Background: an optimization exercise with open tools, aiming at small area. Do not read the settings as production practice. The RTL was checked by simulation tests, not by an equivalence proof against the original design. Power is estimated from default activity; no workload was simulated.

$ cat flow/flow/run.sh
#!/bin/bash
# Layout flow: the standard ORFS flow (standard.sh) with three changes:
#  - synthesis maps the logic with an area-oriented ABC script (abc_area.script
#    beside this file, used through ABC_AREA=1 from config.mk); registers and
#    everything else in synthesis are as in the standard flow;
#  - each port gets a sky130_fd_sc_hd__buf_1 as its port buffer;
#  - the clock tree is built from small clock buffers, without dummy loads.
# The ORFS scripts are used from a copy in the work folder that differs only
# in abc_area.script. All tool output goes to standard.log in the work folder.
set -euo pipefail
here=$(pwd)
rm -rf "$here/orfs_scripts"
cp -r "$FLOW_HOME/scripts" "$here/orfs_scripts"
cp "$here/flow/abc_area.script" "$here/orfs_scripts/abc_area.script"
export SCRIPTS_DIR="$here/orfs_scripts"
export BUFFER_PORTS_ARGS="-buffer_cell sky130_fd_sc_hd__buf_1"
export CTS_ARGS="-sink_clustering_enable -repair_clock_nets -buf_list sky130_fd_sc_hd__clkbuf_4 -root_buf sky130_fd_sc_hd__clkbuf_8 -dont_use_dummy_load"
bash standard.sh > standard.log 2>&1
$ cat flow/flow/abc_area.script
strash
dch -f
map -a
strash
dch -f
amap
topo
$ cat flow/standard.sh
#!/bin/bash
# synth_recipe.tcl (not shown) runs the flow's synth.tcl, then flattens the netlist and writes it again
# the make line also repeats each setting of config.mk as NAME=value (left out here)
make -C /OpenROAD-flow-scripts/flow DESIGN_CONFIG=/design/flow/config.mk WORK_HOME=/design/flow/orfs CLKGATE_MAP_FILE= SYNTH_SCRIPT=/design/flow/synth_recipe.tcl "${@:-finish}"
$ cat flow/config.mk
export PLATFORM = sky130hd
export DESIGN_NAME = top_UART
export DESIGN_NICKNAME = top_UART
export VERILOG_FILES = /design/flow/design.v
export SDC_FILE = /design/flow/constraint.sdc
export NUM_CORES = 4
export LEC_CHECK = 0
export ABC_AREA = 1
export CAP_MARGIN = 20
export CORE_MARGIN = 2
export CORE_UTILIZATION = 40
export GPL_TIMING_DRIVEN = 0
export SLEW_MARGIN = 20
$ cat flow/constraint.sdc
create_clock -name core_clock -period 5.0 [get_ports {clk}]
set_input_delay 1.0000 -clock core_clock [delete_from_list [all_inputs] [get_ports {clk}]]
set_output_delay 1.0000 -clock core_clock [all_outputs]
set_load 0.01 [all_outputs]
$ cat flow/design.v
`timescale 1ns / 1ps
module top_UART (
	input  clk,
	input  rst,
	input  [8-1:0] status,
	input  [8-1:0] ram_dout,
	input  rx,
	output tx,
	output reg ram_we,
	output reg [8-1:0] ram_din,
	output reg [16-1:0] ram_addr,
	output reg [8-1:0] command
);
localparam [2:0] R_IDLE = 3'd0, R_START = 3'd1, R_READ = 3'd2, R_STOP = 3'd3,
                 R_RECV = 3'd4, R_ERR = 3'd5, R_WAIT1 = 3'd6, R_WAIT2 = 3'd7;
reg [2:0] rs;        
reg [9:0] rc;        
reg [8:1] rsr;       
wire r_ev_half = rc == 10'b0110001110;    
wire r_ev_bit  = rc == 10'b1100011010;    
wire r_ev      = rs == R_START ? r_ev_half : r_ev_bit;
wire received = rs == R_RECV;
wire [7:0] rx_byte = rsr;
always @(posedge clk) begin
	if (rst)
		rs <= R_IDLE;
	else case (rs)
		R_IDLE:  if (!rx) rs <= R_START;
		R_START: if (r_ev_half) rs <= rx ? R_ERR : R_READ;
		R_READ:  if (r_ev_bit && rsr[1]) rs <= R_STOP;
		R_STOP:  if (r_ev_bit) rs <= rx ? R_RECV : R_ERR;
		R_RECV:  rs <= R_IDLE;
		R_ERR:   rs <= R_WAIT1;
		R_WAIT1: if (r_ev_bit) rs <= R_WAIT2;
		R_WAIT2: if (r_ev_bit) rs <= R_IDLE;
	endcase
end
always @(posedge clk) begin
	if (rs == R_IDLE || r_ev)
		rc <= 10'd0;
	else
		rc <= {rc[8:0], ~(rc[9] ^ rc[6])};
	if (rs == R_START)
		rsr <= 8'h80;
	else if (rs == R_READ && r_ev_bit)
		rsr <= {rx, rsr[8:2]};
end
localparam [3:0] T_IDLE = 4'd2, T_START = 4'd7;
reg [3:0] tp;
reg [9:0] tc;        
reg [7:0] tb;        
reg       t1;        
wire is_tx  = tp != T_IDLE;
wire t_ev   = tc == 10'b1100011010;       
assign tx = tp[3] ? tb[tp[2:0]] : tp != T_START;
always @(posedge clk) begin
	if (rst)
		tp <= T_IDLE;
	else if (!is_tx && t1)
		tp <= T_START;
	else
		tp <= tp + (is_tx && t_ev);
	if (!is_tx || t_ev)
		tc <= 10'd0;
	else
		tc <= {tc[8:0], ~(tc[9] ^ tc[6])};
end
localparam [3:0] IDLE = 4'd2, CHK_HEAD = 4'd5, WR_COMMAND = 4'd1, SND_PKT = 4'd7,
                 SND_HEAD = 4'd0, TRANS = 4'd4, WR_MEMORY = 4'd3, RD_MEMORY = 4'd6,
                 CALC_LNA = 4'd8,    
                 SNT_LNA = 4'd12;    
localparam [1:0] H_C = 2'd0, H_S = 2'd1, H_W = 2'd3, H_R = 2'd2;
reg [3:0]  st;
reg [1:0]  hd;       
reg [31:0] la;       
wire [15:0] len  = la[31:16];
wire [15:0] addr = la[15:0];
wire        wr = st == WR_MEMORY;
wire        rd_go = st == RD_MEMORY && !is_tx && !t1;    
wire        addr_step;                                   
wire        addr_zero;                                   
wire        addr_load = st == CALC_LNA + 4'd3 && received;
reg  [15:0] ok, addr_inc;
reg         kp;
integer     i;
always @(*) begin
	kp = ram_we;
	for (i = 0; i < 16; i = i + 1) begin
		ok[i] = (ram_addr[i] ^ ~addr[i] ^ len[i]) == kp;
		kp = (ram_addr[i] & ~addr[i]) | ((ram_addr[i] | ~addr[i]) & ~len[i]);
	end
	kp = 1'b1;       
	for (i = 0; i < 16; i = i + 1) begin
		addr_inc[i] = ram_addr[i] ^ (addr_step & kp);
		kp = kp & ram_addr[i];
	end
end
wire last = &ok;
assign addr_step = (rd_go && !last) || (wr && ram_we);
assign addr_zero = st == IDLE || (rd_go && last);
always @(posedge clk) begin
	if (rst || addr_zero)
		ram_addr <= 16'h0000;
	else if (addr_load)
		ram_addr <= {la[7:0], rx_byte};
	else
		ram_addr <= addr_inc;
end
always @(posedge clk)
	ram_we <= !rst && wr && !last && received;
wire [7:0] head_byte = {3'b011, hd != H_C, 1'b0, hd == H_W, 1'b1, hd != H_R};
always @(posedge clk) begin
	if (rst) begin
		st <= IDLE;
		t1 <= 1'b0;
		ram_din <= 8'h00;
		command <= 8'h00;
	end else begin
		casez (st)
		IDLE: begin
			if (is_tx) t1 <= 1'b0;
			if (received && rx_byte == 8'h70) st <= CHK_HEAD;
		end
		CHK_HEAD: if (received) begin
			case (rx_byte)
			8'h63: begin hd <= H_C; st <= WR_COMMAND; end
			8'h73: begin hd <= H_S; st <= SND_PKT; end
			8'h77:  begin hd <= H_W; st <= CALC_LNA; end
			8'h72:  begin hd <= H_R; st <= CALC_LNA; end
			default:  st <= IDLE;
			endcase
		end
		WR_COMMAND: if (received) begin
			command <= rx_byte;
			st <= SND_PKT;
		end
		SND_PKT: begin
			if (is_tx) t1 <= 1'b0;
			else if (!t1) begin
				t1 <= 1'b1;
				tb <= 8'h70;
				st <= SND_HEAD;
			end
		end
		SND_HEAD: begin
			if (is_tx) t1 <= 1'b0;
			else if (!t1) begin
				t1 <= 1'b1;
				tb <= head_byte;
				st <= TRANS;
			end
		end
		TRANS: begin
			if (is_tx) t1 <= 1'b0;
			else if (hd[1]) begin
				st <= SNT_LNA;
				t1 <= 1'b0;
			end else if (!t1) begin
				tb <= hd[0] ? status : command;
				t1 <= 1'b1;
				st <= IDLE;
			end
		end
		4'b10??: if (received) begin     
			la <= {la[23:0], rx_byte};
			if (st[1:0] == 2'd3) begin
				st <= hd[0] ? WR_MEMORY : SND_PKT;
			end else
				st <= st + 1'b1;
		end
		4'b11??: begin                   
			if (is_tx) t1 <= 1'b0;
			else if (!t1) begin
				t1 <= 1'b1;
				tb <= la[31:24];
				la <= {la[23:0], la[31:24]};
				if (st[1:0] == 2'd3)
					st <= hd[0] ? IDLE : RD_MEMORY;
				else
					st <= st + 1'b1;
			end
		end
		RD_MEMORY: begin
			if (is_tx) t1 <= 1'b0;
			else if (!t1) begin
				if (!last) begin
					t1 <= 1'b1;
					tb <= ram_dout;
				end else begin
					st <= IDLE;
				end
			end
		end
		WR_MEMORY: begin
			if (!last) begin
				if (received) ram_din <= rx_byte;
			end else begin
				ram_din <= 8'h00;
				st <= SND_PKT;
			end
		end
		endcase
	end
end
endmodule
==> results of run 1 <==
## state kept, by name, summed over array words and instances, names as in the netlist
name	cells
tb	8
hd	2
rc	10
rs	3
ram_addr	16
ram_din	8
tp	4
la	32
st	4
tc	10
rsr	8
command	8
t1	1
ram_we	1
## tightest hold or removal path: cells and delay by family, from the launching register on
family / cells / cell delay, ns
buffers and inverters: 1 / 0.05
AND/OR/NAND/NOR: 1 / 0.04
flip-flops: 1 / 0.31
## placed cells by master, fill, tap and decap left out, types with 3 or more instances in the layout
cell type and instances:
xnor2_1 6, clkinv_1 71, a221oi_1 8, o32ai_1 9, o21a_1 4, nor2_1 89
nor2b_1 9, a21oi_1 35, nor3_2 3, or2_0 3, dfxtp_1 73, clkbuf_4 16
nor4_1 4, buf_4 6, nand2_1 36, nor3_1 23, nand3_1 7, o22ai_1 10
o211ai_1 4, edfxtp_1 42, o2111ai_1 5, or4_1 3, a211oi_1 15, fa_1 15
nand4_1 3, a22oi_1 5, o221ai_1 4, buf_1 51, ha_1 3, o21ai_0 27
## layer usage
layer / vias up / wire, µm / global-route usage, %
met4: 0 / 97 / 5.20
met3: 9 / 805 / 5.14
met2: 133 / 6350 / 32.0
li1: 2112 / - / -
met5: - / 0 / 0
met1: 2014 / 5900 / 25.7
## power by group through the flow
stage	registers, mW	logic, mW	clock network (mW)
4_1_cts	1.12	0.539	0.477
3_5_place_dp	1.14	0.536	0
5_1_grt	1.13	0.611	0.518
3_3_place_gp	1.14	0.497	0
2_1_floorplan	1.12	0.386	0
6_report	1.12	0.547	0.459
## worst min-delay path by stage
stage,from,endpoint,slack [ns]
2_1_floorplan,tc[3]$_SDFF_PP0_,tc[4]$_SDFF_PP0_,0.40
3_3_place_gp,tc[4]$_SDFF_PP0_,tc[5]$_SDFF_PP0_,0.41
3_5_place_dp,rc[1]$_SDFF_PP0_,rc[2]$_SDFF_PP0_,0.41
4_1_cts,rc[0]$_SDFF_PP0_,rc[1]$_SDFF_PP0_,0.44
5_1_grt,rc[0]$_SDFF_PP0_,rc[1]$_SDFF_PP0_,0.45
6_report,rc[7]$_SDFF_PP0_,rc[8]$_SDFF_PP0_,0.43
## through the flow
| step | setup TNS [ns] | instance area, µm² | power, mW |
|---|---|---|---|
| floorplan | 0 | 5160 | 1.51 |
| global placement | -27.14 | 5570 | 1.63 |
| detailed placement | 0 | 5670 | 1.67 |
| CTS | 0 | 5810 | 2.13 |
| global route | 0 | 5820 | 2.26 |
| finish | 0 | 5820 | 2.13 |
## final cells by class
class | count | share of cell area [%]
flip-flops and latches | 115 | 46.8
repair buffers | 61 | 4.62
clock buffers | 17 | 2.30
well taps | 172 | 3.70
multi-input cells | 354 | 38.0
inverters | 71 | 4.58
## logic make-up after synthesis
family | synth area share, %
AO/OA/AOI/OAI | 18.8
XOR/XNOR | 1.02
adder cells (fa/ha/maj) | 6.54
buffers and inverters | 5.16
flip-flops | 52.7
AND/OR/NAND/NOR | 15.7
==> impl_metrics.ini, run 1 <==
[sta]
hold_ws_ns = 0.431
rsz0062_at_grt = false
maxSlewViolCount = 0
setup_violations = 0
max_freq_mhz = 246
fin_skew_ns = 0.0330
finalHoldViolCount = 0
slew-limit-headroom_pct = 41.3
timing.final.ws_setup_ns = 0.933
worst_pin_slew_ns = 0.876
period_share_pct = 81.3
period_minus_slack_ns = 4.07

[global_route]
antenna_found_initial = 0
first_global_vias = 4120
grt-ovfl-total = 0
grt_pass1_wl_um = 21000
grt_max_degree = 23
track_usage_pct = 19.6

[floorplan]
die_w_um = 118
die_y_um = 118
ios = 53
start_util_pct = 40.9
row_count = 41
die_area_um2 = 13800
fp.coreArea_um2 = 12600

[setup_path]
startpoint_type = flip-flop
endpoint_kind = flip-flop
cp_slowest_stage_delay_ns = 0.57
crit_end = ram_addr[15]$_SDFF_PP0_
cpMostUsedCell = nor3_1
setup.worst_path.start = ram_addr[13]$_SDFF_PP0_
path_buf_inv = 3
reg2reg_to = ram_addr[15]$_SDFF_PP0_
cp.depth = 19
ff2ff_setup_slack_ns = 0.93
cp.arrival_ns = 4.40
worstReg2RegStart = ram_addr[13]$_SDFF_PP0_
reg2reg_depth = 19
crit_family = simple AND/OR/NAND/NOR gates
cp_max_fo = 4
crit_required_ns = 5.33
crit_type = flip-flop to flip-flop
crit_chain = clkinv_1, fa_1, xnor2_1, a211o_1, or4_1, or4b_1, nor3_1, o21ai_0, clkinv_1, nor3_1, nand2_1, nor2_1, clkinv_1, nor3_1, nand2_1, nor2_1, a21oi_1, nor2_1, nor3_1
cp_slowest_cell = or4b_1

[pwr]
internal_power_mw = 1.40
vdd.ir_drop.worst_v = 0.000230
p_per_area_nw_per_um2 = 365
p_sw_mw = 0.721
p_leak_nw = 1.81
clkPwrFrac_pct = 21.6
p_sw_share_pct = 33.9
combPwrFrac_pct = 25.7
seqPwrFrac_pct = 52.7

[clocking]
clk_pin_slew_ns = 0.09
cts.sinks = 115
postCtsSetupBuffers = 0
ctsHoldBuffers = 0
numCtsBuffers = 17
h-tree-depth = 4
post_cts_resized = 0
cts.path.max_buffers = 2
tritoncts = done
clk_latency_ns = 0.41
cts_root_buffer = clkbuf_8

[final_layout]
multiInputGateArea_um2 = 2210
fin_cells = 790
final_util_pct = 46.1
syn2layout_area_growth_pct = 12.7
fin_nets = 657
fillCellCount = 1234
diodes = 0
drive_above_1_share_pct = 5.50
regArea_um2 = 2720

[synthesis]
synth_area_um2 = 5160
ys.flop_type = dfxtp_1
yosys-top-cells-count = nor2_1, dfxtp_1, clkinv_1, edfxtp_1, nand2_1
synth_most_common_cell = nor2_1
yosys_warnings = 1
yosysTopAreaCellShare_pct = 28.3
synthDistinctLibCells = 41
synthTopCellsByArea = dfxtp_1, edfxtp_1, nor2_1
synth_edf_count = 42
ys_seq_area_share_pct = 52.7
synth-seq-cells = 115
synthCells = 540
synth_nets = 577
syn_avg_cell_area_um2 = 9.56
synthArstFlopShare_pct = 0
yosysTopAreaCell = dfxtp_1

[worst_hold_path]
worstHoldPathType = flip-flop to flip-flop
hold_path_depth = 2

[place]
io_buffers = 52
post-place-ws_ns = 0.824
place_congestion = 0.872
dpl.cell_count = 773
hpwl_um = 9910

[drt]
drc_errors = 0
via_count = 4268
routed_via_density = 5.40
first_pass_iters = 5
postRouteAntennaNets = 0
wire_per_inst_um = 16.6
wirelength_um = 13100
drt_iter0_drc = 293

[run]
maxCapViolCount = 0

[outcome]
status = finished clean
==> run 2, diff against run 1 <==
--- a/flow/config.mk
+++ b/flow/config.mk
@@ -10,4 +10,3 @@
 export CORE_MARGIN = 2
 export CORE_UTILIZATION = 40
-export GPL_TIMING_DRIVEN = 0
 export SLEW_MARGIN = 20
==> run 2 against run 1 <==
  * Synthesized cell count unchanged
  * Sequential share of layout area is 0.35 points higher
  * Via count is 1.3% higher
  * Still clean
  * Sequential power about the same
==> impl_metrics.ini, run 2 <==
[floorplan]
ios = 53
die_area_um2 = 13800
fp.coreArea_um2 = 12600
die_w_um = 118
row_count = 41
start_util_pct = 40.9
die_y_um = 118

[drt]
postRouteAntennaNets = 0
first_pass_iters = 5
drt_iter0_drc = 367
drc_errors = 0
wire_per_inst_um = 16.6
via_count = 4323
routed_via_density = 5.49
wirelength_um = 13100

[sta]
worst_pin_slew_ns = 1.12
timing.final.ws_setup_ns = 0.922
period_minus_slack_ns = 4.08
setup_violations = 0
setup_tns_ns = 0
hold_ws_ns = 0.413
fin_skew_ns = 0.0427
period_share_pct = 81.6
max_freq_mhz = 245
slew-limit-headroom_pct = 24.6
maxSlewViolCount = 0
rsz0062_at_grt = false
finalHoldViolCount = 0

[synthesis]
synthCells = 540
synth_edf_count = 42
yosys_warnings = 1
synth_area_um2 = 5160
syn_avg_cell_area_um2 = 9.56
synthDistinctLibCells = 41
synth_most_common_cell = nor2_1
synth_nets = 577
yosysTopAreaCellShare_pct = 28.3
synth-seq-cells = 115
ys.flop_type = dfxtp_1
synthArstFlopShare_pct = 0
synthTopCellsByArea = dfxtp_1, edfxtp_1, nor2_1
yosysTopAreaCell = dfxtp_1
ys_seq_area_share_pct = 52.7
yosys-top-cells-count = nor2_1, dfxtp_1, clkinv_1, edfxtp_1, nand2_1

[clocking]
post_cts_resized = 0
cts.sinks = 115
clk_pin_slew_ns = 0.09
clk_latency_ns = 0.42
ctsHoldBuffers = 0
cts.path.max_buffers = 2
postCtsSetupBuffers = 0
cts_root_buffer = clkbuf_8
numCtsBuffers = 17
tritoncts = done
h-tree-depth = 4

[worst_hold_path]
hold_path.startpoint = rc[3]$_SDFF_PP0_
hold_path_depth = 2
worstHoldPathType = flip-flop to flip-flop
hold_end = rc[4]$_SDFF_PP0_

[setup_path]
reg2reg_to = ram_din[7]$_SDFFE_PP0P_
crit_type = flip-flop to flip-flop
cp_max_fo = 8
cp_slowest_stage_delay_ns = 0.93
startpoint_type = flip-flop
crit_required_ns = 5.26
worstReg2RegStart = ram_addr[13]$_SDFF_PP0_
ff2ff_setup_slack_ns = 0.92
reg2reg_depth = 10
cp.arrival_ns = 4.33
cpMostUsedCell = clkinv_1
cp_slowest_cell = a211oi_1
crit_chain = clkinv_1, fa_1, xnor2_1, a211o_1, or4_1, or4b_1, nor3_1, clkinv_1, a211oi_1, o32ai_1
endpoint_kind = flip-flop

[final_layout]
largest_register = la
fin_cells = 788
diodes = 0
largestRegisters = la (32), ram_addr (16)
drive_above_1_share_pct = 4.38
largest_reg_flops = 32
final_common_cell = nor2_1
final_util_pct = 45.8
fillCellCount = 1272
syn2layout_area_growth_pct = 11.9
layout_common_cells = nor2_1, dfxtp_1, clkinv_1
stdcell_area_um2 = 5780
fin_nets = 655

[place]
placed_cell_area_um2 = 5640
hpwl_um = 9610
post-place-ws_ns = 0.977
dpl.cell_count = 771
io_buffers = 52
place_congestion = 0.896

[global_route]
grt-ovfl-total = 0
antenna_found_initial = 0
track_usage_pct = 19.7
first_global_vias = 4030
grt_pass1_wl_um = 21000
grt_max_degree = 33

[run]
maxCapViolCount = 0

[pwr]
p_leak_nw = 1.79
p_per_area_nw_per_um2 = 364
vdd.ir_drop.worst_v = 0.000169
p_total_mw = 2.11

[outcome]
status = finished clean
run 2: cell counts after synthesis:
Identical to the previous run, type by type.
run 2: final cells by class:
cell class / instances / area [µm²] / area share (%)
Sequential cell: 115 / 2720 / 47.1
Multi-Input combinational cell: 354 / 2190 / 37.9
Inverter: 71 / 267 / 4.61
Timing Repair Buffer: 59 / 248 / 4.29
Tap cell: 172 / 215 / 3.73
Clock buffer: 17 / 134 / 2.32
run 2: cell families after synthesis:
| group | after synthesis | share of synthesized area [%] |
|---|---|---|
| xor+xnor | 6 | 1.02 |
| simple gates | 185 | 15.7 |
| flops | 115 | 52.7 |
| buf+inv | 71 | 5.16 |
| compound gates | 145 | 18.8 |
| fa+ha+maj | 18 | 6.54 |
run 2: worst max path at each step:
stage                       startpoint                       to  slack, ns  cells after the start
2_1_floorplan         tp[1]$_SDFF_PP1_          la[0]$_DFFE_PP_       0.85                      5
3_3_place_gp   ram_addr[13]$_SDFF_PP0_  ram_din[0]$_SDFFE_PP0P_       1.12                     10
3_5_place_dp   ram_addr[13]$_SDFF_PP0_  ram_din[7]$_SDFFE_PP0P_       0.98                     10
4_1_cts        ram_addr[13]$_SDFF_PP0_  ram_din[7]$_SDFFE_PP0P_       0.95                     10
5_1_grt         ram_addr[7]$_SDFF_PP0_  ram_addr[15]$_SDFF_PP0_       0.71                     19
6_report       ram_addr[13]$_SDFF_PP0_  ram_din[7]$_SDFFE_PP0P_       0.92                     10
run 2: worst max-delay path, delay by kind of cell (launching register included):
kind / cells / cell delay [ns]
buf+inv: 2 / 0.30
xor+xnor: 1 / 0.15
fa+ha+maj: 1 / 0.49
flops: 1 / 0.38
compound gates: 3 / 1.32
simple gates: 3 / 1.26
run 2: power by group:
| part | switching (mW) | internal [mW] | leakage [nW] | total (mW) |
|---|---|---|---|---|
| clock network | 0.285 | 0.166 | 0.0808 | 0.451 |
| registers | 0.0588 | 1.06 | 0.971 | 1.12 |
| logic | 0.359 | 0.178 | 0.739 | 0.537 |
| total | 0.703 | 1.40 | 1.79 | 2.11 |
run 2: per-layer routing:
layer	global-route usage (%)	wire length (µm)	up-vias
met2	30.7	5980	146
met5	0	0	-
met3	5.67	764	23
met1	25.9	6060	2047
met4	7.53	301	0
li1	-	-	2107

afterwards: timing with drivers on the ports:
The flow's constraints put no driver on any port. The routed layouts listed below were extracted and timed again, unchanged, in two steps. Step 1 assumes that a clkbuf_16 drives the clock port and a buf_2 every other input. Step 2, shift: input delay + t, output delay - t, t = (earliest + latest rising clock arrival at the registers) / 2. This alone moves slack from input paths to output paths. Three values: ideal, step 1, step 2; two values: the first two.
run	shift t [ns]	setup WS [ns]	clock arrival spread, ns	cell pins on the clock port's net
run 1	0.429	0.933 / 0.933 / 0.933	0.033 / 0.033	1
run 2	0.433	0.922 / 0.922 / 0.922	0.042 / 0.043	1
After both steps setup and hold are still met in every run listed.
